This design comes from an exercise in tuning for small area on the open sky130 flow, not from production work. Where RTL was checked, it was by simulation tests only, not by an equivalence proof against the original. Function not checked in runs 1 to 3: the RTL went through the layout flow alone. Power figures rest on the tool's default switching activity, not on a simulated workload.

[flow/config.mk]
export PLATFORM = sky130hd
export DESIGN_NAME = cpu
export DESIGN_NICKNAME = cpu
export VERILOG_FILES = /design/flow/design.v
export SDC_FILE = /design/flow/constraint.sdc
export NUM_CORES = 4
export LEC_CHECK = 0
export CAP_MARGIN = 0
export CORE_MARGIN = 2
export CORE_UTILIZATION = 55
export PLACE_DENSITY = 0.7
export SLEW_MARGIN = 0
[flow/constraint.sdc]
create_clock -name core_clock -period 7.0 [get_ports {clk}]
set_input_delay 1.4000 -clock core_clock [delete_from_list [all_inputs] [get_ports {clk}]]
set_output_delay 1.4000 -clock core_clock [all_outputs]
set_load 0.01 [all_outputs]
[flow/design.v]
module cpu # (
	parameter	ADDR_WIDTH = 12,
	parameter 	REG_WIDTH = 16
	)(
	input  wire	clk,
	input  wire	rst,
	input  wire	[15:0] data_mem2cpu,
	output wire	[15:0] data_cpu2mem,
	output wire	[ADDR_WIDTH-1:0] addr_cpu2mem,
	output wire	mem_en,
	output wire	mem_rd_en,
	output wire	mem_wr_en
	);
	localparam [3:0] C_NULL  = 4'b0000;
	localparam [3:0] C_MOVS  = 4'b0001;
	localparam [3:0] C_MOV   = 4'b0010;
	localparam [3:0] C_ADDS  = 4'b0100;
	localparam [3:0] C_LDR   = 4'b0101;
	localparam [3:0] C_STR   = 4'b0110;
	localparam [3:0] C_ADDSP = 4'b1000;
	localparam [3:0] C_SUBSP = 4'b1001;
	localparam [3:0] C_LDRPC = 4'b1100;
	localparam [3:0] C_BN    = 4'b1101;
	localparam [3:0] C_BLEN  = 4'b1110;
	localparam [3:0] C_CMP   = 4'b1111;
	localparam [1:0] E_NULL = 2'b00;
	localparam [1:0] E_WR   = 2'b01;
	localparam [1:0] E_LD   = 2'b11;
	localparam [1:0] E_ST   = 2'b10;
	wire [15:0] din = {data_mem2cpu[7:0], data_mem2cpu[15:8]};
	reg  [2:0]  cnt;
	reg  [15:1] pc;
	reg  [15:1] f_pcp;		 
	reg  [15:0] f_alu;
	reg         f_m2r;		 
	reg  [3:0]  f_wa;
	reg         f_we;
	reg  [3:0]  c_op;
	reg  [10:0] wq;
	reg         fv;			 
	reg         dR;			 
	reg         d_we;		 
	reg  [15:0] r_res;
	reg         r_take;
	reg  [3:0]  r_wa;
	reg  [1:0]  r_cls;
	reg  [15:0] rd2;
	reg         tb;			 
	reg  [15:0] e_wd;
	reg  [1:0]  e_cls;
	reg  [15:0] rf0, rf1, rf2, rf3, rf4, rf5, rf6, rf7;
	reg  [15:0] rf8, rf9, rf10, rf11, rf12, rf13, rf14;
	wire        cnt4  = (cnt == 3'd4);
	always @(posedge clk) begin
		if (rst || cnt4 || tb) cnt <= 3'd0;
		else                   cnt <= cnt + 3'd1;
		if (rst)       pc <= 15'd0;
		else if (tb)   pc <= r_res[15:1];
		else if (cnt4) pc <= sum[15:1];
		f_pcp <= sum[15:1];
		f_alu <= r_res;
		f_m2r <= (e_cls == E_LD);
		f_wa  <= r_wa;
		f_we  <= e_cls[0];
	end
	assign addr_cpu2mem = e_cls[1] ? {1'b0, r_res[11:1]} : {1'b0, pc[11:1]};
	assign data_cpu2mem = {e_wd[7:0], e_wd[15:8]};
	assign mem_en       = 1'b1;
	assign mem_wr_en    = (e_cls == E_ST);
	assign mem_rd_en    = ~mem_wr_en;
	wire        fetch = (cnt == 3'd1) && !f_m2r;
	reg  [3:0]  cls;
	always @(*) begin
		casez (din[15:10])
			6'b10101?: cls = C_ADDSP;
			6'b101100: cls = C_SUBSP;
			6'b00100?: cls = C_MOVS;
			6'b010001: cls = C_MOV;
			6'b000111: cls = C_ADDS;
			6'b01001?: cls = C_LDRPC;
			6'b01101?: cls = C_LDR;
			6'b01100?: cls = C_STR;
			6'b11100?: cls = C_BN;
			6'b00101?: cls = C_CMP;
			6'b110111: cls = C_BLEN;
			default:   cls = C_NULL;
		endcase
	end
	always @(posedge clk) begin
		c_op <= fetch ? cls : C_NULL;
		wq   <= din[10:0];
		fv   <= fetch;
		dR   <= rst;
		d_we <= rst ? 1'b0 : f_we;
	end
	wire [15:0] wd  = f_m2r ? din : f_alu;
	wire [15:0] wdz = wd & {16{~rst}};		 
	wire [15:0] wd1 = {wdz[15:1], wd[0] | rst};	 
	wire [15:0] wda = {wdz[15:8], wd[7] | rst, wdz[6], wd[5] | rst, wdz[4:0]};	 
	wire [14:0] wsel;
	genvar gi;
	generate for (gi = 0; gi < 15; gi = gi + 1) begin : g_we
		assign wsel[gi] = rst | (f_we & (f_wa == gi));
	end endgenerate
	always @(posedge clk) begin
		if (wsel[0])  rf0  <= wdz;
		if (wsel[1])  rf1  <= wdz;
		if (wsel[2])  rf2  <= wd1;
		if (wsel[3])  rf3  <= wd1;
		if (wsel[4])  rf4  <= wdz;
		if (wsel[5])  rf5  <= wdz;
		if (wsel[6])  rf6  <= wdz;
		if (wsel[7])  rf7  <= wdz;
		if (wsel[8])  rf8  <= wdz;
		if (wsel[9])  rf9  <= wdz;
		if (wsel[10]) rf10 <= wdz;
		if (wsel[11]) rf11 <= wdz;
		if (wsel[12]) rf12 <= wdz;
		if (wsel[13]) rf13 <= wda;
		if (wsel[14]) rf14 <= wdz;
	end
	wire        c_mov = (c_op == C_MOV);
	wire [10:0] d_imm = (dR || !fv) ? 11'd0 : wq;
	wire [15:1] pcp   = dR ? 15'd0 : f_pcp;
	wire        c_sp  = (c_op == C_ADDSP) || (c_op == C_SUBSP);
	wire [2:0]  a1 = (c_op == C_CMP) ? wq[10:8] : d_imm[5:3];
	wire [15:0] lo1 = (rf0 & {16{a1 == 3'd0}}) | (rf1 & {16{a1 == 3'd1}}) | (rf2 & {16{a1 == 3'd2}}) | (rf3 & {16{a1 == 3'd3}})
	                | (rf4 & {16{a1 == 3'd4}}) | (rf5 & {16{a1 == 3'd5}}) | (rf6 & {16{a1 == 3'd6}}) | (rf7 & {16{a1 == 3'd7}});
	wire        ge = (lo1[7:0] >= d_imm[7:0]);	 
	wire [3:0]  a2 = c_mov ? d_imm[6:3] : {1'b0, d_imm[2:0]};
	wire [255:0] rfa = {{pcp,1'b0}, rf14, rf13, rf12, rf11, rf10, rf9, rf8, rf7, rf6, rf5, rf4, rf3, rf2, rf1, rf0};
	reg  [15:0] v2;
	integer k;
	always @(*) begin
		v2 = 16'd0;
		for (k = 0; k < 16; k = k + 1)
			v2 = v2 | (rfa[k*16 +: 16] & {16{a2 == k}});
	end
	wire [10:0] b = d_imm;
	wire ldpc_c = b[1] | (b[3] & ~b[0]);
	reg  [15:0] opb;
	wire [15:0] opa = c_op[3] ? (c_op[2] ? {pcp, 1'b0} : rf13) : (c_op[2] ? lo1 : (c_op[1:0] == 2'b00) ? {pc, 1'b0} : 16'd0);
	reg         cin;
	always @(*) begin
		opb = 16'd0; cin = 1'b0;
		case (c_op)
			C_ADDSP: begin opb = {6'd0, b[7:0], 2'b00}; end
			C_SUBSP: begin opb = ~{9'd0, b[4:0], 2'b00}; cin = 1'b1; end
			C_MOVS:  begin opb = {8'd0, b[7:0]}; end
			C_MOV:   begin opb = v2; end
			C_ADDS:  opb = {13'd0, b[8:6]};
			C_LDRPC: begin opb = {6'd0, b[7:0], ldpc_c, 1'b0}; end
			C_LDR, C_STR: opb = {9'd0, b[10:6], 2'b00};
			C_BN:    begin opb = {4'd0, b[10:0], 1'b1}; cin = 1'b1; end
			C_BLEN:  begin opb = {7'h7f, b[7:0], 1'b1}; cin = 1'b1; end
			C_CMP:   begin opb = 16'd1; cin = 1'b1; end
			C_NULL:  opb = 16'd2;
			default: ;
		endcase
	end
	wire [15:0] sum  = opa + opb + {15'd0, cin};
	wire        take = (c_op == C_BN) || (c_op == C_BLEN) || ((c_op == C_CMP) && ge);
	reg [3:0] wa_n;
	always @(*) begin
		case (c_op)
			C_ADDSP, C_MOVS, C_LDRPC: wa_n = {1'b0, d_imm[10:8]};
			C_SUBSP:                  wa_n = 4'd13;
			C_MOV:                    wa_n = {wq[7], wq[2:0]};
			default:                  wa_n = {1'b0, d_imm[2:0]};
		endcase
	end
	reg [1:0] ecls_n;
	always @(*) begin
		case (c_op)
			C_ADDSP, C_SUBSP, C_MOVS, C_MOV, C_ADDS: ecls_n = E_WR;
			C_LDRPC, C_LDR: ecls_n = E_LD;
			C_STR:          ecls_n = E_ST;
			default:        ecls_n = E_NULL;
		endcase
	end
	always @(posedge clk) begin
		if (rst || !d_we) rd2 <= v2 & {16{~rst}};	 
		if (c_op != C_NULL) begin
			r_res <= sum;
			r_wa  <= wa_n;
		end
		r_take <= rst ? 1'b0 : take;
		r_cls <= rst ? E_NULL : ecls_n;
	end
	always @(posedge clk) begin
		tb    <= rst ? 1'b0 : r_take;
		e_wd  <= rd2;	 
		e_cls <= rst ? E_NULL : r_cls;
	end
endmodule
[flow/flow/run.sh]
#!/bin/bash
# Own layout flow: the standard flow (standard.sh) with
#  - port buffers: the smallest buffer cell
#  - clock tree: large sink clusters driven by clkbuf_16, no dummy loads
# Each make run's full output goes to a log file in the work folder.
set -euo pipefail
W=$(pwd)
cat > "$W/area_synth.tcl" <<EOF
proc abc {args} {
  set out {}
  set skip 0
  foreach a \$args {
    if {\$skip} {
      set skip 0
      if {[string match *retime* \$a]} { lappend out -script \$a } else { lappend out -script $W/flow/area.abc }
      continue
    }
    if {\$a eq "-script"} { set skip 1; continue }
    lappend out \$a
  }
  yosys abc {*}\$out
}
source $W/synth_recipe.tcl
EOF
sed "s#SYNTH_SCRIPT=[^ ]*#SYNTH_SCRIPT=$W/area_synth.tcl#" "$W/standard.sh" > "$W/area_standard.sh"
grep -q "SYNTH_SCRIPT=$W/area_synth.tcl" "$W/area_standard.sh"
export BUFFER_PORTS_ARGS="-buffer_cell sky130_fd_sc_hd__buf_1"
export CTS_ARGS="-sink_clustering_enable -repair_clock_nets -dont_use_dummy_load -sink_clustering_size 24 -sink_clustering_max_diameter 80 -buf_list sky130_fd_sc_hd__clkbuf_16"
bash "$W/area_standard.sh" > "$W/flow_make.log" 2>&1
[flow/flow/area.abc]
strash
dc2
dc2
&get -n
&deepsyn -T 60
&put
&get -n
&dch -f
&nf -R 1000
&put
[flow/standard.sh]
#!/bin/bash
# synth_recipe.tcl (not shown) runs the flow's synth.tcl, then flattens the netlist and writes it again
# the make line also repeats each setting of config.mk as NAME=value (left out here)
make -C /OpenROAD-flow-scripts/flow DESIGN_CONFIG=/design/flow/config.mk WORK_HOME=/design/flow/orfs CLKGATE_MAP_FILE= SYNTH_SCRIPT=/design/flow/synth_recipe.tcl "${@:-finish}"
==> results of run 1 <==
-- critical path: cells and delay by family (launching register included) --
kind,cells,cell delay (ns)
fa+ha+maj,2,0.71
flops,1,0.43
buf+inv,4,0.58
xor+xnor,1,0.16
compound gates,17,2.68
simple gates,7,1.72
-- kinds of logic after synthesis --
family,count (synthesis)
simple gates,267
other cells,2
mux,11
fa+ha+maj,29
compound gates,335
flops,371
xor+xnor,17
buf+inv,37
-- cell type report --
| class | instances | area, sq um |
|---|---|---|
| fill | 2066 | 10400 |
| sequential | 371 | 10200 |
| multi-input combinational | 661 | 4620 |
| clock buffer | 19 | 475 |
| timing repair buffer | 86 | 474 |
| tap | 341 | 427 |
| inverter | 35 | 131 |
-- path summary, 6_finish.rpt --
check                                   startpoint             endpoint  slack (ns)  cells after the start
worst max-delay path            c_op[3]$_SDFF_PN0_  pc[14]$_SDFFE_PP0P_        0.59                     31
worst min-delay path             rd2[12]$_DFFE_PP_     e_wd[12]$_DFF_P_        0.35                      0
worst max register to register  c_op[3]$_SDFF_PN0_  pc[14]$_SDFFE_PP0P_        0.59                     31
worst min register to register   rd2[12]$_DFFE_PP_     e_wd[12]$_DFF_P_        0.35                      0
-- cell usage after synthesis (3+ instances only) --
master	instances
nand3b_1	3
and3_1	7
a21o_1	6
a21oi_1	42
a31o_1	4
a22o_1	42
a22oi_1	68
nor3b_1	3
o31ai_1	3
nand2_1	98
nand2b_1	7
xnor2_1	10
nand4_1	17
nor3_1	10
o211ai_1	5
dfxtp_1	95
and2_0	11
xor2_1	7
nand3_1	31
mux2_1	11
a222oi_1	61
nor2_1	59
ha_1	27
o22ai_1	4
nor2b_1	14
a211oi_1	3
edfxtp_1	276
a31oi_1	7
a221oi_1	34
a221o_1	4
o221ai_1	5
o21ai_0	29
clkinv_1	35
o21bai_1	11
-- report_power, final --
| part | internal [W] | switching (W) |
|---|---|---|
| sequential | 0.00254 | 0.0000889 |
| clock | 0.000487 | 0.000646 |
| combinational | 0.0000962 | 0.000254 |
| total | 0.00312 | 0.000989 |
-- per-stage QoR --
| stage | hold slack (ns) | total power [W] |
|---|---|---|
| after CTS | 0.350 | 0.00411 |
| after global routing | 0.357 | 0.00423 |
| after detailed placement | 0.328 | 0.00301 |
| after global placement | 0.324 | 0.00300 |
| after floorplan | 0.323 | 0.00282 |
| final | 0.349 | 0.00411 |
-- timing repair --
action | 4_1_cts | 5_1_grt
setup endpoints to repair | 0 | 1
buffers inserted | 0 | 0
gates resized for setup | 0 | 2
-- metal layers --
layer / part of all wire, % / GRT usage [%] / vias up
li1: - / - / 4561
met3: 12 / 6.11 / 101
met5: 0 / 0 / -
met2: 44 / 49.2 / 794
met4: 3.1 / 8.96 / 0
met1: 41 / 47.4 / 5237
==> results.txt, run 1 <==
# TYPE chip_impl_metric gauge
chip_impl_metric{name="pwr_per_cell_area",unit="nW/um^2"} 252
chip_impl_metric{name="ys.warnings.count",unit=""} 1
chip_impl_metric{name="ant_nets",unit=""} 0
chip_impl_metric{name="first_pass_iters",unit=""} 8
chip_impl_metric{name="cts-htree-levels",unit=""} 1
chip_impl_info{name="ys_top_cells_by_area",value="edfxtp_1 56%, dfxtp_1 13%, a222oi_1 4.1%"} 1
chip_impl_info{name="status",value="complete, no violations"} 1
chip_impl_info{name="worstSetupPathType",value="reg2reg"} 1
chip_impl_metric{name="number_of_unique_standard_cell_types_used_by_synthesis",unit=""} 47
chip_impl_metric{name="multiplexer_share_of_the_synthesized_area",unit="%"} 0.835
chip_impl_metric{name="floorplan.initialDensity",unit="%"} 55.5
chip_impl_metric{name="fin_setup_tns",unit="ns"} 0
chip_impl_metric{name="cts-buffers-inserted",unit=""} 19
chip_impl_info{name="most-common-layout-cells",value="276 x edfxtp_1, 98 x nand2_1, 95 x dfxtp_1"} 1
chip_impl_metric{name="grt_antenna_before_repair",unit=""} 0
chip_impl_info{name="critical-path-top-cell-by-count",value="a21oi_1"} 1
chip_impl_metric{name="dr_total_vias",unit=""} 10700
chip_impl_metric{name="cts_hold_repair.buffers",unit=""} 0
chip_impl_metric{name="core-area",unit="sq um"} 26700
chip_impl_metric{name="yosysSeqAreaShare",unit="%"} 68.7
chip_impl_metric{name="io_buffer_count",unit=""} 46
chip_impl_metric{name="slew_viol_final",unit=""} 0
chip_impl_metric{name="slew_headroom",unit="%"} 11.6
chip_impl_metric{name="place_worst_setup_slack",unit="ns"} 0.676
chip_impl_metric{name="clkTransAtPathRegs",unit="ns"} 0.10
chip_impl_metric{name="antennaDiodeCount",unit=""} 0
chip_impl_metric{name="worst-endpoint-required",unit="ns"} 7.40
chip_impl_metric{name="grt_max_degree",unit=""} 34
chip_impl_metric{name="finalHoldViolCount",unit=""} 0
chip_impl_metric{name="syn_nets",unit=""} 1116
chip_impl_metric{name="grt.overflow.total",unit=""} 0
chip_impl_metric{name="postSynthRegisterBits",unit=""} 371
chip_impl_metric{name="leakage_power_total",unit="nW"} 5.80
chip_impl_metric{name="detail_route.wirelength",unit="um"} 45800
chip_impl_metric{name="route.detailed.drc",unit=""} 0
chip_impl_metric{name="async_flop_share",unit="%"} 0
chip_impl_metric{name="wl_per_cell",unit="um"} 30.3
chip_impl_info{name="timing.critical_path.from_type",value="flop"} 1
chip_impl_info{name="cts_tree",value="yes"} 1
chip_impl_metric{name="drt_iter0_drc",unit=""} 2079
chip_impl_metric{name="sum_of_net_half_perimeters_after_detailed_placement",unit="um"} 31100
chip_impl_metric{name="cpPeakStageDelay",unit="ns"} 0.63
chip_impl_metric{name="synth-simple-area-share",unit="%"} 8.37
chip_impl_metric{name="numClockSinks",unit=""} 371
chip_impl_metric{name="netlist.area_leader.share",unit="%"} 55.8
chip_impl_metric{name="fp.dieW",unit="um"} 168
chip_impl_info{name="grt_setup_unrepaired",value="no"} 1
chip_impl_metric{name="placed_area",unit="sq um"} 15800
chip_impl_metric{name="critical_path_arrival",unit="ns"} 6.81
chip_impl_metric{name="worst_tran_pin_value",unit="ns"} 1.33
chip_impl_metric{name="die_area",unit="sq um"} 28300
chip_impl_metric{name="flow.area_growth_from_synthesis",unit="%"} 9.96
chip_impl_metric{name="vias_in_the_first_global_route",unit=""} 10100
chip_impl_info{name="min-delay-path-class",value="reg2reg"} 1
chip_impl_info{name="layout.cells.most_common",value="edfxtp_1"} 1
chip_impl_metric{name="synthCells",unit=""} 1069
chip_impl_metric{name="post_layout_nonfiller_instances",unit=""} 1513
chip_impl_metric{name="synth_compound_gate_area_share",unit="%"} 17.6
chip_impl_info{name="yosys_most_used_dff",value="edfxtp_1"} 1
chip_impl_info{name="crit_path_top_delay_cell",value="nor3_2"} 1
chip_impl_metric{name="layout_setup_ws",unit="ns"} 0.586
chip_impl_metric{name="synth-adder-area-share",unit="%"} 2.55
chip_impl_metric{name="max_clock_freq",unit="MHz"} 156
chip_impl_info{name="cts_root_buf",value="clkbuf_16"} 1
chip_impl_metric{name="setup-violations-final",unit=""} 0
chip_impl_metric{name="worst-path-max-fanout",unit=""} 12
chip_impl_info{name="yosys.area.top_type",value="edfxtp_1"} 1
chip_impl_metric{name="num-nets-final",unit=""} 1221
chip_impl_metric{name="drive_gt1_share",unit="%"} 6.91
chip_impl_metric{name="max-cap-violations",unit=""} 0
chip_impl_metric{name="num_io_pins",unit=""} 49
chip_impl_metric{name="globalplace.congestion",unit=""} 0.955
chip_impl_metric{name="final_util",unit="%"} 61.1
chip_impl_metric{name="insertion_delay",unit="ns"} 0.54
chip_impl_info{name="largest_family_of_logic_cells_by_synthesized_area",value="compound AO/OA/AOI/OAI gates"} 1
chip_impl_metric{name="vias_per_cell",unit=""} 7.07
chip_impl_metric{name="die_height",unit="um"} 168
chip_impl_metric{name="dp.cells",unit=""} 1494
chip_impl_metric{name="ir_drop",unit="mV"} 0.200
chip_impl_metric{name="grt_usage",unit="%"} 32.1
chip_impl_metric{name="synth_xor_area_share",unit="%"} 1.00
chip_impl_metric{name="design_area",unit="sq um"} 16300
chip_impl_metric{name="clock_tree.buffer_depth",unit=""} 3
chip_impl_metric{name="post-route-period-util",unit="%"} 91.6
chip_impl_metric{name="syn_area_per_cell",unit="sq um"} 13.9
chip_impl_metric{name="number_of_enable_type_register_cells_in_the_synthesized_netlist",unit=""} 276
chip_impl_metric{name="fin_skew",unit="ns"} 0.0368
chip_impl_metric{name="grt_pass1_wl",unit="um"} 66700
chip_impl_metric{name="min_period",unit="ns"} 6.41
chip_impl_metric{name="post_synth_instance_area",unit="sq um"} 14800
chip_impl_metric{name="rows",unit=""} 60
chip_impl_info{name="critical_path.endpoint_type",value="flop"} 1
==> inputs of run 2 (changes only) <==
--- a/flow/flow/run.sh
+++ b/flow/flow/run.sh
@@ -25,5 +25,5 @@
 sed "s#SYNTH_SCRIPT=[^ ]*#SYNTH_SCRIPT=$W/area_synth.tcl#" "$W/standard.sh" > "$W/area_standard.sh"
 grep -q "SYNTH_SCRIPT=$W/area_synth.tcl" "$W/area_standard.sh"
 export BUFFER_PORTS_ARGS="-buffer_cell sky130_fd_sc_hd__buf_1"
-export CTS_ARGS="-sink_clustering_enable -repair_clock_nets -dont_use_dummy_load -sink_clustering_size 24 -sink_clustering_max_diameter 80 -buf_list sky130_fd_sc_hd__clkbuf_16"
+export CTS_ARGS="-sink_clustering_enable -repair_clock_nets -dont_use_dummy_load -sink_clustering_size 10 -sink_clustering_max_diameter 40 -buf_list sky130_fd_sc_hd__clkbuf_4"
 bash "$W/area_standard.sh" > "$W/flow_make.log" 2>&1
==> run 2 against run 1 <==
Net effect:
- largest cell class unchanged
- clock skew increased by 0.039 ns
- sequential cell count stayed put
- power is 4.2% lower
- global-route usage is 0.81 points lower
- largest power group unchanged
- count of clock-buffer cells in the layout up 30
- wire length is 3.3% lower
- clock power shrank 13%
- still clean on timing, DRC and antenna
- first-iteration DRC count up 7.2%
- register-to-register slack improved by 0.22 ns
- sequential share of layout area is 0.59 points higher
==> results.txt, run 2 <==
# TYPE chip_impl_metric gauge
chip_impl_info{name="status",value="complete, no violations"} 1
chip_impl_metric{name="design_area",unit="sq um"} 16200
chip_impl_metric{name="fin_setup_tns",unit="ns"} 0
chip_impl_metric{name="detail_route.wirelength",unit="um"} 44300
chip_impl_info{name="critical_path.reg2reg.startpoint",value="c_op[1]$_SDFF_PN0_"} 1
chip_impl_metric{name="num-nets-final",unit=""} 1245
chip_impl_info{name="worstSetupPathType",value="reg2reg"} 1
chip_impl_metric{name="r2r_slack",unit="ns"} 0.81
chip_impl_metric{name="worst-path-max-fanout",unit=""} 9
chip_impl_info{name="synth_common_cells",value="276 x edfxtp_1, 95 x dfxtp_1, 83 x a222oi_1, 80 x nand2_1, 51 x a22oi_1"} 1
chip_impl_metric{name="max_clock_freq",unit="MHz"} 161
chip_impl_metric{name="drive_gt1_share",unit="%"} 9.20
chip_impl_metric{name="power.share.sequential",unit="%"} 66.5
chip_impl_metric{name="grt_antenna_before_repair",unit=""} 1
chip_impl_metric{name="cts-htree-levels",unit=""} 2
chip_impl_info{name="cts_root_buf",value="clkbuf_4"} 1
chip_impl_metric{name="min_delay_path_depth",unit=""} 0
chip_impl_metric{name="syn_nets",unit=""} 1095
chip_impl_metric{name="route.detailed.drc",unit=""} 0
chip_impl_metric{name="layout_setup_ws",unit="ns"} 0.805
chip_impl_metric{name="leakage_power_total",unit="nW"} 5.83
chip_impl_metric{name="ys.warnings.count",unit=""} 1
chip_impl_info{name="critical_path.endpoint_type",value="flop"} 1
chip_impl_metric{name="vias_in_the_first_global_route",unit=""} 10300
chip_impl_metric{name="placed_area",unit="sq um"} 15800
chip_impl_metric{name="core-area",unit="sq um"} 26200
chip_impl_metric{name="cts-buffers-inserted",unit=""} 49
chip_impl_metric{name="slew_viol_final",unit=""} 0
chip_impl_info{name="worst_r2r_endpoint",value="pc[15]$_SDFFE_PP0P_"} 1
chip_impl_metric{name="grt_max_degree",unit=""} 33
chip_impl_metric{name="number_of_unique_standard_cell_types_used_by_synthesis",unit=""} 50
chip_impl_info{name="cts_tree",value="yes"} 1
chip_impl_metric{name="grt_usage",unit="%"} 31.3
chip_impl_metric{name="post_cts.resized_instances",unit=""} 0
chip_impl_metric{name="share_clk_of_total_power",unit="%"} 24.9
chip_impl_metric{name="dr_total_vias",unit=""} 10900
chip_impl_metric{name="power",unit="W"} 0.00393
chip_impl_metric{name="insertion_delay",unit="ns"} 0.71
chip_impl_metric{name="async_flop_share",unit="%"} 0
chip_impl_metric{name="ir_drop",unit="mV"} 0.141
chip_impl_metric{name="grt.overflow.total",unit=""} 0
chip_impl_metric{name="min_period",unit="ns"} 6.19
chip_impl_metric{name="place_worst_setup_slack",unit="ns"} 0.877
chip_impl_info{name="critical-path-top-cell-by-count",value="a21oi_1"} 1
chip_impl_metric{name="die_area",unit="sq um"} 28200
chip_impl_metric{name="slew_headroom",unit="%"} 24.1
chip_impl_metric{name="power_switching_share",unit="%"} 25.0
chip_impl_info{name="min-delay-path-class",value="reg2reg"} 1
chip_impl_info{name="yosys.area.top_type",value="edfxtp_1"} 1
chip_impl_metric{name="number_of_enable_type_register_cells_in_the_synthesized_netlist",unit=""} 276
chip_impl_metric{name="ant_nets",unit=""} 0
chip_impl_metric{name="internal_power",unit="W"} 0.00295
chip_impl_metric{name="netSwitchingPower",unit="W"} 0.000985
chip_impl_metric{name="drt_iter0_drc",unit=""} 2228
chip_impl_metric{name="numClockSinks",unit=""} 371
chip_impl_metric{name="worst-endpoint-required",unit="ns"} 7.58
chip_impl_metric{name="io_buffer_count",unit=""} 46
chip_impl_info{name="timing.hold.worst_endpoint",value="f_alu[0]$_DFF_P_"} 1
chip_impl_metric{name="critical_path_arrival",unit="ns"} 6.77
chip_impl_info{name="yosys_most_used_dff",value="edfxtp_1"} 1
chip_impl_metric{name="setup-violations-final",unit=""} 0
chip_impl_metric{name="fin_skew",unit="ns"} 0.0758
chip_impl_metric{name="rows",unit=""} 59
chip_impl_metric{name="wl_per_cell",unit="um"} 28.9
chip_impl_info{name="crit_path_top_delay_cell",value="a211oi_1"} 1
chip_impl_metric{name="netlist.area_leader.share",unit="%"} 56.1
chip_impl_metric{name="final_util",unit="%"} 61.7
chip_impl_metric{name="r2r_cells",unit=""} 30
chip_impl_metric{name="max-cap-violations",unit=""} 0
chip_impl_metric{name="finalHoldViolCount",unit=""} 0
chip_impl_metric{name="clkTransAtPathRegs",unit="ns"} 0.10
chip_impl_info{name="dominant_cell_by_count_in_the_synthesized_netlist",value="edfxtp_1"} 1
chip_impl_metric{name="yosysSeqAreaShare",unit="%"} 69.0
chip_impl_metric{name="grt_pass1_wl",unit="um"} 64900
chip_impl_metric{name="sum_of_net_half_perimeters_after_detailed_placement",unit="um"} 30900
chip_impl_metric{name="pwr_per_cell_area",unit="nW/um^2"} 243
chip_impl_metric{name="first_pass_iters",unit=""} 13
chip_impl_metric{name="fp.dieW",unit="um"} 168
chip_impl_metric{name="clock_tree.buffer_depth",unit=""} 3
chip_impl_metric{name="cpPeakStageDelay",unit="ns"} 0.44
chip_impl_metric{name="flow.area_growth_from_synthesis",unit="%"} 9.41
chip_impl_metric{name="globalplace.congestion",unit=""} 0.976
chip_impl_metric{name="synthCells",unit=""} 1048
chip_impl_info{name="worstHoldStart",value="r_res[0]$_DFFE_PP_"} 1
chip_impl_info{name="grt_setup_unrepaired",value="no"} 1
chip_impl_metric{name="syn_area_per_cell",unit="sq um"} 14.1
chip_impl_metric{name="cts_hold_repair.buffers",unit=""} 0
chip_impl_metric{name="post-route-period-util",unit="%"} 88.5
chip_impl_metric{name="cts_post_setup_buffers_inserted",unit=""} 0
chip_impl_metric{name="worst_tran_pin_value",unit="ns"} 1.14
chip_impl_metric{name="num_io_pins",unit=""} 49
chip_impl_info{name="timing.critical_path.from_type",value="flop"} 1
chip_impl_metric{name="floorplan.initialDensity",unit="%"} 56.4
chip_impl_info{name="ys_top_cells_by_area",value="edfxtp_1 56%, dfxtp_1 13%, a222oi_1 5.6%"} 1
chip_impl_metric{name="vias_per_cell",unit=""} 7.11
chip_impl_metric{name="combPwrFrac",unit="%"} 8.6
chip_impl_info{name="layout.cells.most_common",value="edfxtp_1"} 1
chip_impl_metric{name="postSynthRegisterBits",unit=""} 371
chip_impl_info{name="most-common-layout-cells",value="276 x edfxtp_1, 95 x dfxtp_1, 83 x a222oi_1"} 1
chip_impl_metric{name="post_synth_instance_area",unit="sq um"} 14800
chip_impl_metric{name="die_height",unit="um"} 168
## run 2: cell types whose count changed after synthesis, sizes merged, moves of 7 or more
| cell | before | now |
|---|---|---|
| nand4 | 17 | 8 |
| nand3 | 31 | 43 |
| a221oi | 34 | 24 |
| a22oi | 68 | 51 |
| a222oi | 61 | 83 |
| nor2 | 59 | 47 |
| nand2b | 7 | 14 |
| a21oi | 42 | 50 |
| a22o | 42 | 33 |
| nand2 | 98 | 80 |
| o22ai | 4 | 12 |
## run 2: kinds of logic after synthesis
kind of cell,Yosys count,share of synthesized area [%]
other,2,0.0508
XOR/XNOR,16,0.948
flip-flops,371,69.0
buffers and inverters,37,0.991
AO/OA/AOI/OAI,341,17.9
adder cells (fa/ha/maj),29,2.56
multiplexers,13,0.974
AND/OR/NAND/NOR,239,7.61
## run 2: how the worst max path moves through the flow
stage	startpoint	to	slack [ns]	depth (start not counted)
6_report	c_op[1]$_SDFF_PN0_	pc[15]$_SDFFE_PP0P_	0.81	30
5_1_grt	c_op[0]$_SDFF_PN0_	pc[15]$_SDFFE_PP0P_	0.03	30
4_1_cts	c_op[1]$_SDFF_PN0_	pc[15]$_SDFFE_PP0P_	0.84	30
3_5_place_dp	c_op[0]$_SDFF_PN0_	pc[15]$_SDFFE_PP0P_	0.88	30
3_3_place_gp	c_op[0]$_SDFF_PN0_	pc[15]$_SDFFE_PP0P_	1.02	30
2_1_floorplan	dR$_DFF_P_	pc[14]$_SDFFE_PP0P_	0.87	28
## run 2: metal layers
| layer | track usage [%] | vias to the layer above | wire, um |
|---|---|---|---|
| met2 | 47.2 | 842 | 19300 |
| met4 | 15.7 | 0 | 2400 |
| li1 | - | 4629 | - |
| met1 | 44.0 | 5276 | 17300 |
| met3 | 5.85 | 151 | 5260 |
| met5 | 0 | - | 0 |
## run 2: critical path: cells and delay by family, from the launching register on
kind | cells | cell delay, ns
AOI/OAI and AO/OA | 18 | 3.50
adders and majority gates | 2 | 0.54
DFF | 1 | 0.42
and+or+nand+nor | 6 | 1.09
buffers and inverters | 3 | 0.40
xor gates and xnor gates | 1 | 0.12
## run 2: through the flow
step / hold WS, ns / std cells
6_report: 0.345 / 1532
3_5_place_dp: 0.327 / 1482
2_1_floorplan: 0.323 / 1048
5_1_grt: 0.349 / 1532
4_1_cts: 0.347 / 1531
3_3_place_gp: 0.324 / 1482
## run 2: power by group through the flow
stage / logic, W / clock network (W) / registers, W
finish: 0.000339 / 0.000978 / 0.00262
detailed placement: 0.000328 / 0 / 0.00266
CTS: 0.000330 / 0.000995 / 0.00261
global route: 0.000359 / 0.00108 / 0.00263
floorplan: 0.000177 / 0 / 0.00263
global placement: 0.000326 / 0 / 0.00266
## run 2: area by class of cell
type,instances,area (sq um)
inverter,35,131
tap,335,419
timing repair buffer,101,586
multi-input combinational,640,4470
antenna,1,2.50
clock buffer,49,368
sequential,371,10200
fill,1987,10000
==> inputs of run 3 (changes only) <==
--- a/flow/config.mk
+++ b/flow/config.mk
@@ -7,6 +7,6 @@
 export LEC_CHECK = 0
 export CAP_MARGIN = 0
 export CORE_MARGIN = 2
-export CORE_UTILIZATION = 55
-export PLACE_DENSITY = 0.7
+export CORE_UTILIZATION = 65
+export PLACE_DENSITY = 0.8
 export SLEW_MARGIN = 0
==> run 3 against run 2 <==
Net effect:
- sequential power hardly changed
- area after synthesis stayed put
- clock power is 3.1% lower
- via count is 0.39% higher
- sequential cell count stayed put
- critical path type unchanged
- critical endpoint unchanged
- largest cell class unchanged
==> results.txt, run 3 <==
# TYPE chip_impl_metric gauge
chip_impl_info{name="status",value="complete, no violations"} 1
chip_impl_info{name="most-common-layout-cells",value="276 x edfxtp_1, 95 x dfxtp_1, 83 x a222oi_1"} 1
chip_impl_metric{name="share_clk_of_total_power",unit="%"} 24.3
chip_impl_info{name="crit_path_top_delay_cell",value="a222oi_1"} 1
chip_impl_metric{name="cpPeakStageDelay",unit="ns"} 0.50
chip_impl_metric{name="insertion_delay",unit="ns"} 0.73
chip_impl_metric{name="sum_of_net_half_perimeters_after_detailed_placement",unit="um"} 29700
chip_impl_metric{name="dr_total_vias",unit=""} 10900
chip_impl_metric{name="fin_skew",unit="ns"} 0.0957
chip_impl_metric{name="netlist.area_leader.share",unit="%"} 56.1
chip_impl_info{name="yosys_most_used_dff",value="edfxtp_1"} 1
chip_impl_metric{name="synth_xor_area_share",unit="%"} 0.948
chip_impl_metric{name="syn_area_per_cell",unit="sq um"} 14.1
chip_impl_metric{name="leakage_power_total",unit="nW"} 5.79
chip_impl_metric{name="num_io_pins",unit=""} 49
chip_impl_metric{name="yosysSeqAreaShare",unit="%"} 69.0
chip_impl_metric{name="final_util",unit="%"} 71.3
chip_impl_metric{name="fp.dieW",unit="um"} 155
chip_impl_metric{name="design_area",unit="sq um"} 16000
chip_impl_info{name="critical_path.reg2reg.startpoint",value="c_op[0]$_SDFF_PN0_"} 1
chip_impl_metric{name="die_height",unit="um"} 155
chip_impl_metric{name="clock_tree.buffer_depth",unit=""} 3
chip_impl_metric{name="slew_viol_final",unit=""} 0
chip_impl_metric{name="cts-htree-levels",unit=""} 2
chip_impl_metric{name="route.detailed.drc",unit=""} 0
chip_impl_metric{name="synth_compound_gate_area_share",unit="%"} 17.9
chip_impl_metric{name="synth-simple-area-share",unit="%"} 7.61
chip_impl_info{name="dominant_cell_by_count_in_the_synthesized_netlist",value="edfxtp_1"} 1
chip_impl_metric{name="finalHoldViolCount",unit=""} 0
chip_impl_metric{name="grt_antenna_before_repair",unit=""} 1
chip_impl_metric{name="max_clock_freq",unit="MHz"} 157
chip_impl_metric{name="grt_usage",unit="%"} 36.6
chip_impl_metric{name="synthCells",unit=""} 1048
chip_impl_metric{name="clkTransAtPathRegs",unit="ns"} 0.10
chip_impl_metric{name="grt_pass1_wl",unit="um"} 64300
chip_impl_metric{name="power.share.sequential",unit="%"} 67.0
chip_impl_metric{name="slew_headroom",unit="%"} 8.98
chip_impl_info{name="critical_path.endpoint_type",value="flop"} 1
chip_impl_metric{name="ir_drop",unit="mV"} 0.186
chip_impl_metric{name="worst-endpoint-required",unit="ns"} 7.61
chip_impl_metric{name="power_switching_share",unit="%"} 25.0
chip_impl_info{name="critical-path-top-cell-by-count",value="a21oi_1"} 1
chip_impl_metric{name="number_of_enable_type_register_cells_in_the_synthesized_netlist",unit=""} 276
chip_impl_info{name="ys_top_cells_by_area",value="edfxtp_1 56%, dfxtp_1 13%, a222oi_1 5.6%"} 1
chip_impl_metric{name="detail_route.wirelength",unit="um"} 43800
chip_impl_metric{name="worst_hold_slack",unit="ns"} 0.315
chip_impl_info{name="largest_family_of_logic_cells_by_synthesized_area",value="compound AO/OA/AOI/OAI gates"} 1
chip_impl_metric{name="first_pass_iters",unit=""} 9
chip_impl_metric{name="postSynthRegisterBits",unit=""} 371
chip_impl_metric{name="multiplexer_share_of_the_synthesized_area",unit="%"} 0.974
chip_impl_metric{name="critical_path_arrival",unit="ns"} 6.97
chip_impl_info{name="worstSetupPathType",value="reg2reg"} 1
chip_impl_metric{name="die_area",unit="sq um"} 24000
chip_impl_metric{name="grt_max_degree",unit=""} 33
chip_impl_metric{name="async_flop_share",unit="%"} 0
chip_impl_metric{name="cts-buffers-inserted",unit=""} 46
chip_impl_metric{name="internal_power",unit="W"} 0.00293
chip_impl_metric{name="min_period",unit="ns"} 6.36
chip_impl_metric{name="synth-adder-area-share",unit="%"} 2.56
chip_impl_metric{name="worst_tran_pin_value",unit="ns"} 1.36
chip_impl_metric{name="syn_nets",unit=""} 1095
chip_impl_metric{name="vias_in_the_first_global_route",unit=""} 10300
chip_impl_info{name="layout.cells.most_common",value="edfxtp_1"} 1
chip_impl_info{name="grt_setup_unrepaired",value="no"} 1
chip_impl_info{name="synth_common_cells",value="276 x edfxtp_1, 95 x dfxtp_1, 83 x a222oi_1, 80 x nand2_1, 51 x a22oi_1"} 1
chip_impl_info{name="timing.critical_path.from_type",value="flop"} 1
chip_impl_metric{name="flow.area_growth_from_synthesis",unit="%"} 8.58
chip_impl_info{name="timing.critical_path.from",value="c_op[0]$_SDFF_PN0_"} 1
chip_impl_metric{name="post_synth_instance_area",unit="sq um"} 14800
chip_impl_metric{name="post_layout_nonfiller_instances",unit=""} 1473
chip_impl_metric{name="num-nets-final",unit=""} 1236
chip_impl_metric{name="floorplan.initialDensity",unit="%"} 65.7
chip_impl_metric{name="ant_nets",unit=""} 0
chip_impl_info{name="yosys.area.top_type",value="edfxtp_1"} 1
chip_impl_metric{name="max-cap-violations",unit=""} 0
chip_impl_metric{name="fin_setup_tns",unit="ns"} 0
chip_impl_metric{name="drive_gt1_share",unit="%"} 8.68
chip_impl_metric{name="worst-path-max-fanout",unit=""} 13
chip_impl_metric{name="drt_iter0_drc",unit=""} 2132
chip_impl_metric{name="numClockSinks",unit=""} 371
chip_impl_info{name="worstHoldStart",value="r_wa[2]$_DFFE_PP_"} 1
chip_impl_info{name="min-delay-path-class",value="reg2reg"} 1
chip_impl_metric{name="io_buffer_count",unit=""} 46
chip_impl_metric{name="setup-violations-final",unit=""} 0
chip_impl_metric{name="wl_per_cell",unit="um"} 29.8
chip_impl_info{name="cts_root_buf",value="clkbuf_4"} 1
chip_impl_metric{name="vias_per_cell",unit=""} 7.43
chip_impl_metric{name="post-route-period-util",unit="%"} 90.8
chip_impl_metric{name="placed_area",unit="sq um"} 15700
chip_impl_info{name="cts_tree",value="yes"} 1
chip_impl_metric{name="netSwitchingPower",unit="W"} 0.000977
chip_impl_metric{name="globalplace.congestion",unit=""} 0.974
chip_impl_metric{name="number_of_unique_standard_cell_types_used_by_synthesis",unit=""} 50
chip_impl_metric{name="rows",unit=""} 55
chip_impl_metric{name="pwr_per_cell_area",unit="nW/um^2"} 243
chip_impl_metric{name="ys.warnings.count",unit=""} 1
chip_impl_metric{name="grt.overflow.total",unit=""} 0
chip_impl_metric{name="combPwrFrac",unit="%"} 8.7
chip_impl_metric{name="core-area",unit="sq um"} 22500
chip_impl_metric{name="dp.cells",unit=""} 1426
## run 3: worst paths after layout
path / to / slack [ns] / cells after the start
worst max-delay path: pc[15]$_SDFFE_PP0P_ / 0.64 / 29
worst min register to register: f_wa[2]$_DFF_P_ / 0.31 / 0
worst min-delay path: f_wa[2]$_DFF_P_ / 0.31 / 0
worst max register to register: pc[15]$_SDFFE_PP0P_ / 0.64 / 29
## run 3: through the flow
step | setup WS [ns] | power, W
2_1_floorplan | 0.866 | 0.00281
3_3_place_gp | 0.887 | 0.00298
3_5_place_dp | 0.635 | 0.00299
4_1_cts | 0.677 | 0.00390
5_1_grt | 0.0482 | 0.00402
6_report | 0.642 | 0.00391
## run 3: power groups by stage
stage               clock [W]  combinational, W  sequential, W
floorplan                   0          0.000177        0.00263
global placement            0          0.000323        0.00266
detailed placement          0          0.000327        0.00266
CTS                  0.000959          0.000328        0.00261
global route          0.00104          0.000357        0.00263
finish               0.000948          0.000341        0.00262
## run 3: layer usage
layer,track usage [%],wire length (um),vias up
met5,0,0,-
met4,18.8,2580,0
met3,7.73,5930,159
met2,55.2,19400,970
met1,51.0,15900,5189
li1,-,-,4623
## run 3: final cells by class
class	count	area, sq um
flip-flops and latches	371	10200
fillers	1530	6460
multi-input cells	640	4480
repair buffers	95	541
well taps	285	357
clock buffers	46	345
inverters	35	131
diodes	1	2.50
## run 3: cell families after synthesis
| kind of cell | after synthesis |
|---|---|
| AOI/OAI and AO/OA | 341 |
| xor gates and xnor gates | 16 |
| adders and majority gates | 29 |
| buffers and inverters | 37 |
| DFF | 371 |
| muxes | 13 |
| other | 2 |
| and+or+nand+nor | 239 |
## run 3: repair_timing
action | in CTS | in global routing
endpoints found under the setup margin | 0 | 1
hold endpoints to repair | 0 | 0
buffers inserted | 0 | 0
gates resized for setup | 0 | 2
hold buffers | 0 | 0
## run 3: worst max-delay path: cells and delay by family (launching register included)
family          cells  cell delay (ns)
compound gates     18             3.70
simple gates        5             0.99
fa+ha+maj           2             0.67
buf+inv             3             0.41
flops               1             0.39
xor+xnor            1             0.11
==> inputs of run 4 (changes only) <==
--- a/flow/design.v
+++ b/flow/design.v
@@ -48,6 +48,7 @@
 	reg         tb;			 
 	reg  [15:0] e_wd;
 	reg  [1:0]  e_cls;
+	wire [15:0] sum;		 
 	reg  [15:0] rf0, rf1, rf2, rf3, rf4, rf5, rf6, rf7;
 	reg  [15:0] rf8, rf9, rf10, rf11, rf12, rf13, rf14;
 	wire        cnt4  = (cnt == 3'd4);
@@ -158,7 +159,7 @@
 			default: ;
 		endcase
 	end
-	wire [15:0] sum  = opa + opb + {15'd0, cin};
+	assign sum = opa + opb + {15'd0, cin};
 	wire        take = (c_op == C_BN) || (c_op == C_BLEN) || ((c_op == C_CMP) && ge);
 	reg [3:0] wa_n;
 	always @(*) begin
--- a/flow/flow/run.sh
+++ b/flow/flow/run.sh
@@ -1,7 +1,7 @@
 #!/bin/bash
 # Own layout flow: the standard flow (standard.sh) with
 #  - port buffers: the smallest buffer cell
-#  - clock tree: large sink clusters driven by clkbuf_16, no dummy loads
+#  - clock tree: small sink clusters driven by clkbuf_4, no dummy loads
 # Each make run's full output goes to a log file in the work folder.
 set -euo pipefail
 W=$(pwd)
--- a/flow/config.mk
+++ b/flow/config.mk
@@ -8,5 +8,6 @@
 export CAP_MARGIN = 0
 export CORE_MARGIN = 2
 export CORE_UTILIZATION = 65
+export GPL_TIMING_DRIVEN = 0
 export PLACE_DENSITY = 0.8
 export SLEW_MARGIN = 0
==> run 4 against run 3 <==
Net effect:
- area after synthesis did not move
- synthesized cell count stayed put
- fmax shrank 5.8%
- critical path type unchanged
- highest routed layer unchanged
- still clean on timing, DRC and antenna
- utilization up 1.3 points
==> results.txt, run 4 <==
# TYPE chip_impl_metric gauge
chip_impl_info{name="status",value="complete, no violations"} 1
chip_impl_metric{name="clkTransAtPathRegs",unit="ns"} 0.10
chip_impl_info{name="timing.critical_path.from_type",value="flop"} 1
chip_impl_metric{name="ir_drop",unit="mV"} 0.204
chip_impl_metric{name="detail_route.wirelength",unit="um"} 42600
chip_impl_info{name="min-delay-path-class",value="reg2reg"} 1
chip_impl_metric{name="syn_nets",unit=""} 1095
chip_impl_metric{name="leakage_power_total",unit="nW"} 5.78
chip_impl_metric{name="critical_path_arrival",unit="ns"} 7.32
chip_impl_metric{name="drive_gt1_share",unit="%"} 11.8
chip_impl_metric{name="power",unit="W"} 0.00393
chip_impl_metric{name="pwr_per_cell_area",unit="nW/um^2"} 240
chip_impl_metric{name="worst-path-max-fanout",unit=""} 11
chip_impl_metric{name="fin_skew",unit="ns"} 0.0881
chip_impl_metric{name="num-nets-final",unit=""} 1223
chip_impl_metric{name="share_clk_of_total_power",unit="%"} 24.5
chip_impl_metric{name="max_clock_freq",unit="MHz"} 148
chip_impl_info{name="critical-path-top-cell-by-count",value="o21bai_1"} 1
chip_impl_info{name="dominant_cell_by_count_in_the_synthesized_netlist",value="edfxtp_1"} 1
chip_impl_metric{name="ant_nets",unit=""} 0
chip_impl_info{name="worstSetupPathType",value="reg2reg"} 1
chip_impl_info{name="synth_common_cells",value="276 x edfxtp_1, 95 x dfxtp_1, 83 x a222oi_1, 80 x nand2_1, 51 x a22oi_1"} 1
chip_impl_info{name="crit_path_top_delay_cell",value="dfxtp_1"} 1
chip_impl_metric{name="ys.warnings.count",unit=""} 1
chip_impl_metric{name="slew_viol_final",unit=""} 0
chip_impl_metric{name="globalplace.congestion",unit=""} 1.00
chip_impl_metric{name="wl_per_cell",unit="um"} 29.2
chip_impl_info{name="yosys.area.top_type",value="edfxtp_1"} 1
chip_impl_metric{name="die_area",unit="sq um"} 24000
chip_impl_metric{name="internal_power",unit="W"} 0.00295
chip_impl_metric{name="route.detailed.drc",unit=""} 0
chip_impl_metric{name="flow.area_growth_from_synthesis",unit="%"} 10.6
chip_impl_info{name="ys_top_cells_by_area",value="edfxtp_1 56%, dfxtp_1 13%, a222oi_1 5.6%"} 1
chip_impl_metric{name="rows",unit=""} 55
chip_impl_metric{name="sum_of_net_half_perimeters_after_detailed_placement",unit="um"} 28300
chip_impl_metric{name="die_height",unit="um"} 155
chip_impl_metric{name="syn_area_per_cell",unit="sq um"} 14.1
chip_impl_metric{name="fp.dieW",unit="um"} 155
chip_impl_metric{name="combPwrFrac",unit="%"} 8.9
chip_impl_metric{name="worst-path-buf-inv",unit=""} 2
chip_impl_metric{name="insertion_delay",unit="ns"} 0.70
chip_impl_metric{name="cp_num_cells",unit=""} 29
chip_impl_metric{name="r2r_cells",unit=""} 29
chip_impl_metric{name="grt.overflow.total",unit=""} 0
chip_impl_info{name="worstHoldStart",value="rd2[13]$_DFFE_PP_"} 1
chip_impl_metric{name="min_period",unit="ns"} 6.75
chip_impl_metric{name="cpPeakStageDelay",unit="ns"} 0.47
chip_impl_metric{name="clock_tree.buffer_depth",unit=""} 3
chip_impl_metric{name="numClockSinks",unit=""} 371
chip_impl_metric{name="num_io_pins",unit=""} 49
chip_impl_info{name="yosys_most_used_dff",value="edfxtp_1"} 1
chip_impl_metric{name="setup-violations-final",unit=""} 0
chip_impl_info{name="layout.cells.most_common",value="edfxtp_1"} 1
chip_impl_metric{name="number_of_enable_type_register_cells_in_the_synthesized_netlist",unit=""} 276
chip_impl_metric{name="first_pass_iters",unit=""} 11
chip_impl_metric{name="post_synth_instance_area",unit="sq um"} 14800
chip_impl_metric{name="dr_total_vias",unit=""} 11000
chip_impl_metric{name="vias_per_cell",unit=""} 7.55
chip_impl_metric{name="cts-htree-levels",unit=""} 2
chip_impl_metric{name="io_buffer_count",unit=""} 46
chip_impl_metric{name="worst_hold_slack",unit="ns"} 0.308
chip_impl_info{name="most-common-layout-cells",value="276 x edfxtp_1, 94 x dfxtp_1, 83 x a222oi_1"} 1
chip_impl_metric{name="synthCells",unit=""} 1048
chip_impl_metric{name="grt_antenna_before_repair",unit=""} 1
chip_impl_metric{name="power_switching_share",unit="%"} 24.9
chip_impl_info{name="cts_root_buf",value="clkbuf_4"} 1
chip_impl_metric{name="vias_in_the_first_global_route",unit=""} 10400
chip_impl_metric{name="netlist.area_leader.share",unit="%"} 56.1
chip_impl_metric{name="worst_tran_pin_value",unit="ns"} 1.33
chip_impl_metric{name="cts-buffers-inserted",unit=""} 48
chip_impl_info{name="critical_path.endpoint_type",value="flop"} 1
chip_impl_metric{name="fin_setup_tns",unit="ns"} 0
chip_impl_metric{name="postSynthRegisterBits",unit=""} 371
chip_impl_metric{name="grt_usage",unit="%"} 35.1
chip_impl_info{name="timing.critical_path.from",value="c_op[1]$_SDFF_PN0_"} 1
chip_impl_metric{name="finalHoldViolCount",unit=""} 0
chip_impl_metric{name="number_of_unique_standard_cell_types_used_by_synthesis",unit=""} 50
chip_impl_metric{name="post-route-period-util",unit="%"} 96.5
chip_impl_info{name="critical_path.reg2reg.startpoint",value="c_op[1]$_SDFF_PN0_"} 1
chip_impl_metric{name="worst-endpoint-required",unit="ns"} 7.57
chip_impl_info{name="cts_tree",value="yes"} 1
chip_impl_metric{name="yosysSeqAreaShare",unit="%"} 69.0
chip_impl_metric{name="max-cap-violations",unit=""} 0
chip_impl_metric{name="core-area",unit="sq um"} 22500
chip_impl_metric{name="power.share.sequential",unit="%"} 66.6
chip_impl_metric{name="async_flop_share",unit="%"} 0
chip_impl_metric{name="floorplan.initialDensity",unit="%"} 65.7
chip_impl_metric{name="netSwitchingPower",unit="W"} 0.000978
chip_impl_metric{name="slew_headroom",unit="%"} 10.9
chip_impl_metric{name="grt_max_degree",unit=""} 33
chip_impl_metric{name="grt_pass1_wl",unit="um"} 61800
chip_impl_info{name="cpLargestDelayFamily",value="compound AO/OA/AOI/OAI gates"} 1
chip_impl_metric{name="drt_iter0_drc",unit=""} 2149
chip_impl_metric{name="min_delay_path_depth",unit=""} 0
==> run 4: path summary, 6_finish.rpt <==
check	to	slack [ns]
setup / recovery	pc[15]$_SDFFE_PP0P_	0.25
hold / removal	e_wd[13]$_DFF_P_	0.31
setup reg to reg	pc[15]$_SDFFE_PP0P_	0.25
hold reg to reg	e_wd[13]$_DFF_P_	0.31
==> run 4: worst reg2reg max path, delay by kind of cell, from the launching register on <==
kind | cells | cell delay, ns
and+or+nand+nor | 6 | 1.45
xor gates and xnor gates | 1 | 0.12
AOI/OAI and AO/OA | 18 | 3.63
buffers and inverters | 2 | 0.29
DFF | 1 | 0.47
adders and majority gates | 2 | 0.71
==> run 4: power by group through the flow <==
stage / sequential (W) / clock (W) / combinational, W
floorplan: 0.00263 / 0 / 0.000177
global placement: 0.00265 / 0 / 0.000296
detailed placement: 0.00266 / 0 / 0.000324
CTS: 0.00261 / 0.000962 / 0.000327
global route: 0.00263 / 0.00106 / 0.000367
finish: 0.00261 / 0.000961 / 0.000351
==> run 4: per-layer routing <==
metal  wire length (um)  up-vias  GRT usage (%)  part of all wire [%]
li1                   -     4590              -                     -
met1              15000     5284           47.4                    35
met2              19500      961           54.0                    46
met3               5690      192           8.04                    13
met4               2400        0           17.9                   5.6
met5                  0        -              0                     0
==> run 4: repair_timing <==
item,CTS,global route
buffers inserted,0,12
setup endpoints to repair,11,11
hold buffers,0,0
pin swaps,0,7
resized for setup,9,39
gates cloned,0,1
==> run 4: kinds of logic after synthesis <==
family | share of synthesized area [%]
XOR/XNOR | 0.948
flip-flops | 69.0
adder cells (fa/ha/maj) | 2.56
AO/OA/AOI/OAI | 17.9
multiplexers | 0.974
buffers and inverters | 0.991
AND/OR/NAND/NOR | 7.61
other | 0.0508
==> run 4: final cells by class <==
class	instances	area (sq um)
Sequential cell	371	10200
Tap cell	285	357
Multi-Input combinational cell	640	4750
Timing Repair inverter	1	5.00
Antenna cell	2	5.00
Inverter	35	135
Fill cell	1445	6160
Buffer	2	15.0
Clock buffer	48	360
Timing Repair Buffer	77	528
==> run 4: stage by stage <==
stage | cells | area [sq um] | utilization [%] | worst slack (ns)
2_1_floorplan | 1048 | 14800 | - | 0.866
5_1_grt | 1460 | 16300 | 72.6 | -0.0111
4_1_cts | 1446 | 16100 | 71.5 | 0.00513
3_5_place_dp | 1398 | 15700 | 69.8 | -0.473
3_3_place_gp | 1379 | 15300 | 68.0 | -1.64
6_report | 1461 | 16300 | 72.6 | 0.247
==> inputs of run 5 (changes only) <==
--- a/flow/config.mk
+++ b/flow/config.mk
@@ -8,6 +8,5 @@
 export CAP_MARGIN = 0
 export CORE_MARGIN = 2
 export CORE_UTILIZATION = 65
-export GPL_TIMING_DRIVEN = 0
 export PLACE_DENSITY = 0.8
 export SLEW_MARGIN = 0
==> run 5 against run 4 <==
Net effect:
- sequential cell count unchanged
- cell count increased by 1.0%
- non-clock buffer count increased by 17
- fmax increased by 7.7%
- sequential power about the same
- count of clock-buffer cells in the layout decreased by 1
- first-iteration DRC count increased by 2.7%
- via count decreased by 0.85%
==> results.txt, run 5 <==
# TYPE chip_impl_metric gauge
chip_impl_metric{name="wl_per_cell",unit="um"} 29.6
chip_impl_info{name="status",value="complete, no violations"} 1
chip_impl_info{name="synth_common_cells",value="276 x edfxtp_1, 95 x dfxtp_1, 83 x a222oi_1, 80 x nand2_1, 51 x a22oi_1"} 1
chip_impl_metric{name="fin_skew",unit="ns"} 0.104
chip_impl_metric{name="cts_hold_repair.buffers",unit=""} 0
chip_impl_info{name="dominant_cell_by_count_in_the_synthesized_netlist",value="edfxtp_1"} 1
chip_impl_metric{name="min_period",unit="ns"} 6.27
chip_impl_info{name="cpLargestDelayFamily",value="compound AO/OA/AOI/OAI gates"} 1
chip_impl_metric{name="cts_post_setup_buffers_inserted",unit=""} 0
chip_impl_metric{name="grt_antenna_before_repair",unit=""} 1
chip_impl_metric{name="power.share.sequential",unit="%"} 66.8
chip_impl_metric{name="worst_hold_slack",unit="ns"} 0.300
chip_impl_metric{name="grt.overflow.total",unit=""} 0
chip_impl_metric{name="synthCells",unit=""} 1048
chip_impl_info{name="critical-path-top-cell-by-count",value="a21oi_1"} 1
chip_impl_metric{name="slew_viol_final",unit=""} 0
chip_impl_metric{name="clkTransAtPathRegs",unit="ns"} 0.10
chip_impl_metric{name="global_route.usage.met3",unit="%"} 8.15
chip_impl_metric{name="netSwitchingPower",unit="W"} 0.000984
chip_impl_metric{name="floorplan.initialDensity",unit="%"} 65.7
chip_impl_info{name="grt_setup_unrepaired",value="no"} 1
chip_impl_info{name="yosys.area.top_type",value="edfxtp_1"} 1
chip_impl_info{name="ys_top_cells_by_area",value="edfxtp_1 56%, dfxtp_1 13%, a222oi_1 5.6%"} 1
chip_impl_metric{name="yosysSeqAreaShare",unit="%"} 69.0
chip_impl_metric{name="io_buffer_count",unit=""} 46
chip_impl_metric{name="insertion_delay",unit="ns"} 0.72
chip_impl_metric{name="setup-violations-final",unit=""} 0
chip_impl_metric{name="dp.cells",unit=""} 1427
chip_impl_metric{name="detail_route.wirelength",unit="um"} 43700
chip_impl_metric{name="worst_tran_pin_value",unit="ns"} 1.17
chip_impl_metric{name="vias_per_cell",unit=""} 7.41
chip_impl_info{name="cts_root_buf",value="clkbuf_4"} 1
chip_impl_metric{name="ys.warnings.count",unit=""} 1
chip_impl_metric{name="max-cap-violations",unit=""} 0
chip_impl_metric{name="final_util",unit="%"} 71.4
chip_impl_info{name="most-common-layout-cells",value="276 x edfxtp_1, 95 x dfxtp_1, 83 x a222oi_1"} 1
chip_impl_info{name="critical_path.endpoint_type",value="flop"} 1
chip_impl_metric{name="power_switching_share",unit="%"} 25.1
chip_impl_metric{name="post_cts.resized_instances",unit=""} 0
chip_impl_metric{name="route.detailed.drc",unit=""} 0
chip_impl_metric{name="syn_nets",unit=""} 1095
chip_impl_metric{name="sum_of_net_half_perimeters_after_detailed_placement",unit="um"} 29900
chip_impl_metric{name="flow.area_growth_from_synthesis",unit="%"} 8.70
chip_impl_metric{name="max_clock_freq",unit="MHz"} 160
chip_impl_metric{name="die_area",unit="sq um"} 24000
chip_impl_info{name="worstSetupPathType",value="reg2reg"} 1
chip_impl_metric{name="core-area",unit="sq um"} 22500
chip_impl_metric{name="netlist.area_leader.share",unit="%"} 56.1
chip_impl_metric{name="numClockSinks",unit=""} 371
chip_impl_metric{name="clock_tree.buffer_depth",unit=""} 3
chip_impl_metric{name="globalplace.congestion",unit=""} 1.02
chip_impl_metric{name="leakage_power_total",unit="nW"} 5.80
chip_impl_metric{name="finalHoldViolCount",unit=""} 0
chip_impl_info{name="gr-max-usage-layer",value="met2"} 1
chip_impl_metric{name="vias_in_the_first_global_route",unit=""} 10300
chip_impl_metric{name="share_clk_of_total_power",unit="%"} 24.5
chip_impl_metric{name="n_fill_cell",unit=""} 1535
chip_impl_metric{name="number_of_enable_type_register_cells_in_the_synthesized_netlist",unit=""} 276
chip_impl_metric{name="cpPeakStageDelay",unit="ns"} 0.41
chip_impl_metric{name="pwr_per_cell_area",unit="nW/um^2"} 244
chip_impl_metric{name="fp.dieW",unit="um"} 155
chip_impl_info{name="min-delay-path-class",value="reg2reg"} 1
chip_impl_metric{name="ant_nets",unit=""} 0
chip_impl_metric{name="dr_total_vias",unit=""} 10900
chip_impl_metric{name="first_pass_iters",unit=""} 10
chip_impl_metric{name="worst-path-buf-inv",unit=""} 3
chip_impl_metric{name="number_of_unique_standard_cell_types_used_by_synthesis",unit=""} 50
chip_impl_metric{name="cts-buffers-inserted",unit=""} 47
chip_impl_metric{name="die_height",unit="um"} 155
chip_impl_metric{name="place_worst_setup_slack",unit="ns"} 0.734
chip_impl_metric{name="worst-endpoint-required",unit="ns"} 7.60
chip_impl_metric{name="fin_setup_tns",unit="ns"} 0
chip_impl_metric{name="grt_max_degree",unit=""} 33
chip_impl_metric{name="combPwrFrac",unit="%"} 8.7
chip_impl_metric{name="use_met1",unit="%"} 52.6
chip_impl_metric{name="internal_power",unit="W"} 0.00294
chip_impl_metric{name="slew_headroom",unit="%"} 22.2
chip_impl_metric{name="postSynthRegisterBits",unit=""} 371
chip_impl_info{name="layout.cells.most_common",value="edfxtp_1"} 1
chip_impl_metric{name="drt_iter0_drc",unit=""} 2207
chip_impl_metric{name="num_io_pins",unit=""} 49
chip_impl_metric{name="worst-path-max-fanout",unit=""} 11
chip_impl_metric{name="critical_path_arrival",unit="ns"} 6.87
chip_impl_metric{name="post_synth_instance_area",unit="sq um"} 14800
chip_impl_metric{name="rows",unit=""} 55
chip_impl_info{name="yosys_most_used_dff",value="edfxtp_1"} 1
chip_impl_metric{name="post_layout_nonfiller_instances",unit=""} 1476
chip_impl_info{name="cts_tree",value="yes"} 1
chip_impl_metric{name="drive_gt1_share",unit="%"} 8.83
chip_impl_info{name="timing.critical_path.from_type",value="flop"} 1
chip_impl_metric{name="grt_pass1_wl",unit="um"} 64800
chip_impl_metric{name="grtUsageMet2",unit="%"} 54.8
chip_impl_info{name="crit_path_top_delay_cell",value="or3_1"} 1
chip_impl_metric{name="syn_area_per_cell",unit="sq um"} 14.1
chip_impl_metric{name="grt_usage",unit="%"} 36.8
chip_impl_metric{name="ir_drop",unit="mV"} 0.210
chip_impl_metric{name="post-route-period-util",unit="%"} 89.5
chip_impl_metric{name="num-nets-final",unit=""} 1238
chip_impl_metric{name="async_flop_share",unit="%"} 0
chip_impl_metric{name="layout_setup_ws",unit="ns"} 0.732
chip_impl_metric{name="cts-htree-levels",unit=""} 2
## run 5: changes by cell type in the layout (fill, tap and decap cells not counted), moves of 6 or more
cell / before / now
nor2_2: 6 / 0
o21ai_1: 1 / 8
nor2_1: 24 / 47
buf_8: 10 / 0
o21ai_2: 9 / 0
buf_6: 7 / 0
nor2_4: 17 / 0
buf_4: 15 / 50
## run 5: logic make-up after synthesis
family                     count (synthesis)  synth area share (%)
DFF                                      371                  69.0
xor gates and xnor gates                  16                 0.948
AOI/OAI and AO/OA                        341                  17.9
and+or+nand+nor                          239                  7.61
other                                      2                0.0508
adders and majority gates                 29                  2.56
buffers and inverters                     37                 0.991
muxes                                     13                 0.974
## run 5: per-stage QoR
stage	area, sq um	power [W]
final	16100	0.00392
after global routing	16100	0.00404
after CTS	16100	0.00391
after detailed placement	15700	0.00299
after global placement	15700	0.00298
after floorplan	14800	0.00281
## run 5: final timing paths
path | start | cells after the start | slack, ns | end
worst min register to register | rd2[11]$_DFFE_PP_ | 0 | 0.30 | e_wd[11]$_DFF_P_
worst max-delay path | c_op[0]$_SDFF_PN0_ | 29 | 0.73 | pc[15]$_SDFFE_PP0P_
worst min-delay path | rd2[11]$_DFFE_PP_ | 0 | 0.30 | e_wd[11]$_DFF_P_
worst max register to register | c_op[0]$_SDFF_PN0_ | 29 | 0.73 | pc[15]$_SDFFE_PP0P_
## run 5: final cells by class
cell class | instances | area [sq um] | area share (%)
multi-input combinational | 640 | 4480 | 27.9
timing repair buffer | 96 | 548 | 3.41
clock buffer | 47 | 353 | 2.20
antenna | 2 | 5.00 | 0.0312
tap | 285 | 357 | 2.22
sequential | 371 | 10200 | 63.4
inverter | 35 | 131 | 0.818
## run 5: power by group through the flow
stage                     Sequential [W]  Combinational [W]  Clock [W]
final                            0.00262           0.000342   0.000961
after global routing             0.00263           0.000360    0.00105
after CTS                        0.00261           0.000329   0.000964
after detailed placement         0.00266           0.000328          0
after global placement           0.00266           0.000324          0
after floorplan                  0.00263           0.000177          0
## run 5: layer usage
layer	part of all wire, %	up-vias
li1	-	4622
met1	36	5114
met2	44	1034
met3	15	163
met4	5.4	0
met5	0	-

static timing again, ports no longer ideal:
The flow's constraints put no driver on any port. The routed layouts listed below were extracted and timed again, unchanged, in two steps.
Step 1: set_driving_cell puts a clkbuf_16 on clk and a buf_2 on each other input, an assumption about the parent block.
Step 2, shift: input delay + t, output delay - t, t = (earliest + latest rising clock arrival at the registers) / 2. This alone moves slack from input paths to output paths.
a / b / c = no drivers / after step 1 / after step 2; a / b = the first two.
run | shift t [ns] | setup WS [ns] | hold slack, ns | worst setup path at the end | worst slew at a driven data input, ns
run 1 | 0.570 | 0.586 / 0.586 / 0.586 | 0.349 / 0.349 / 0.349 | register to register | 0.03
run 2 | 0.715 | 0.805 / 0.805 / 0.805 | 0.345 / 0.345 / 0.345 | register to register | 0.04
run 3 | 0.725 | 0.642 / 0.642 / 0.642 | 0.315 / 0.315 / 0.315 | register to register | 0.03
run 4 | 0.706 | 0.247 / 0.247 / 0.247 | 0.308 / 0.308 / 0.308 | register to register | 0.04
run 5 | 0.714 | 0.732 / 0.732 / 0.732 | 0.300 / 0.300 / 0.300 | register to register | 0.03
After both steps setup and hold are still met in every run listed.
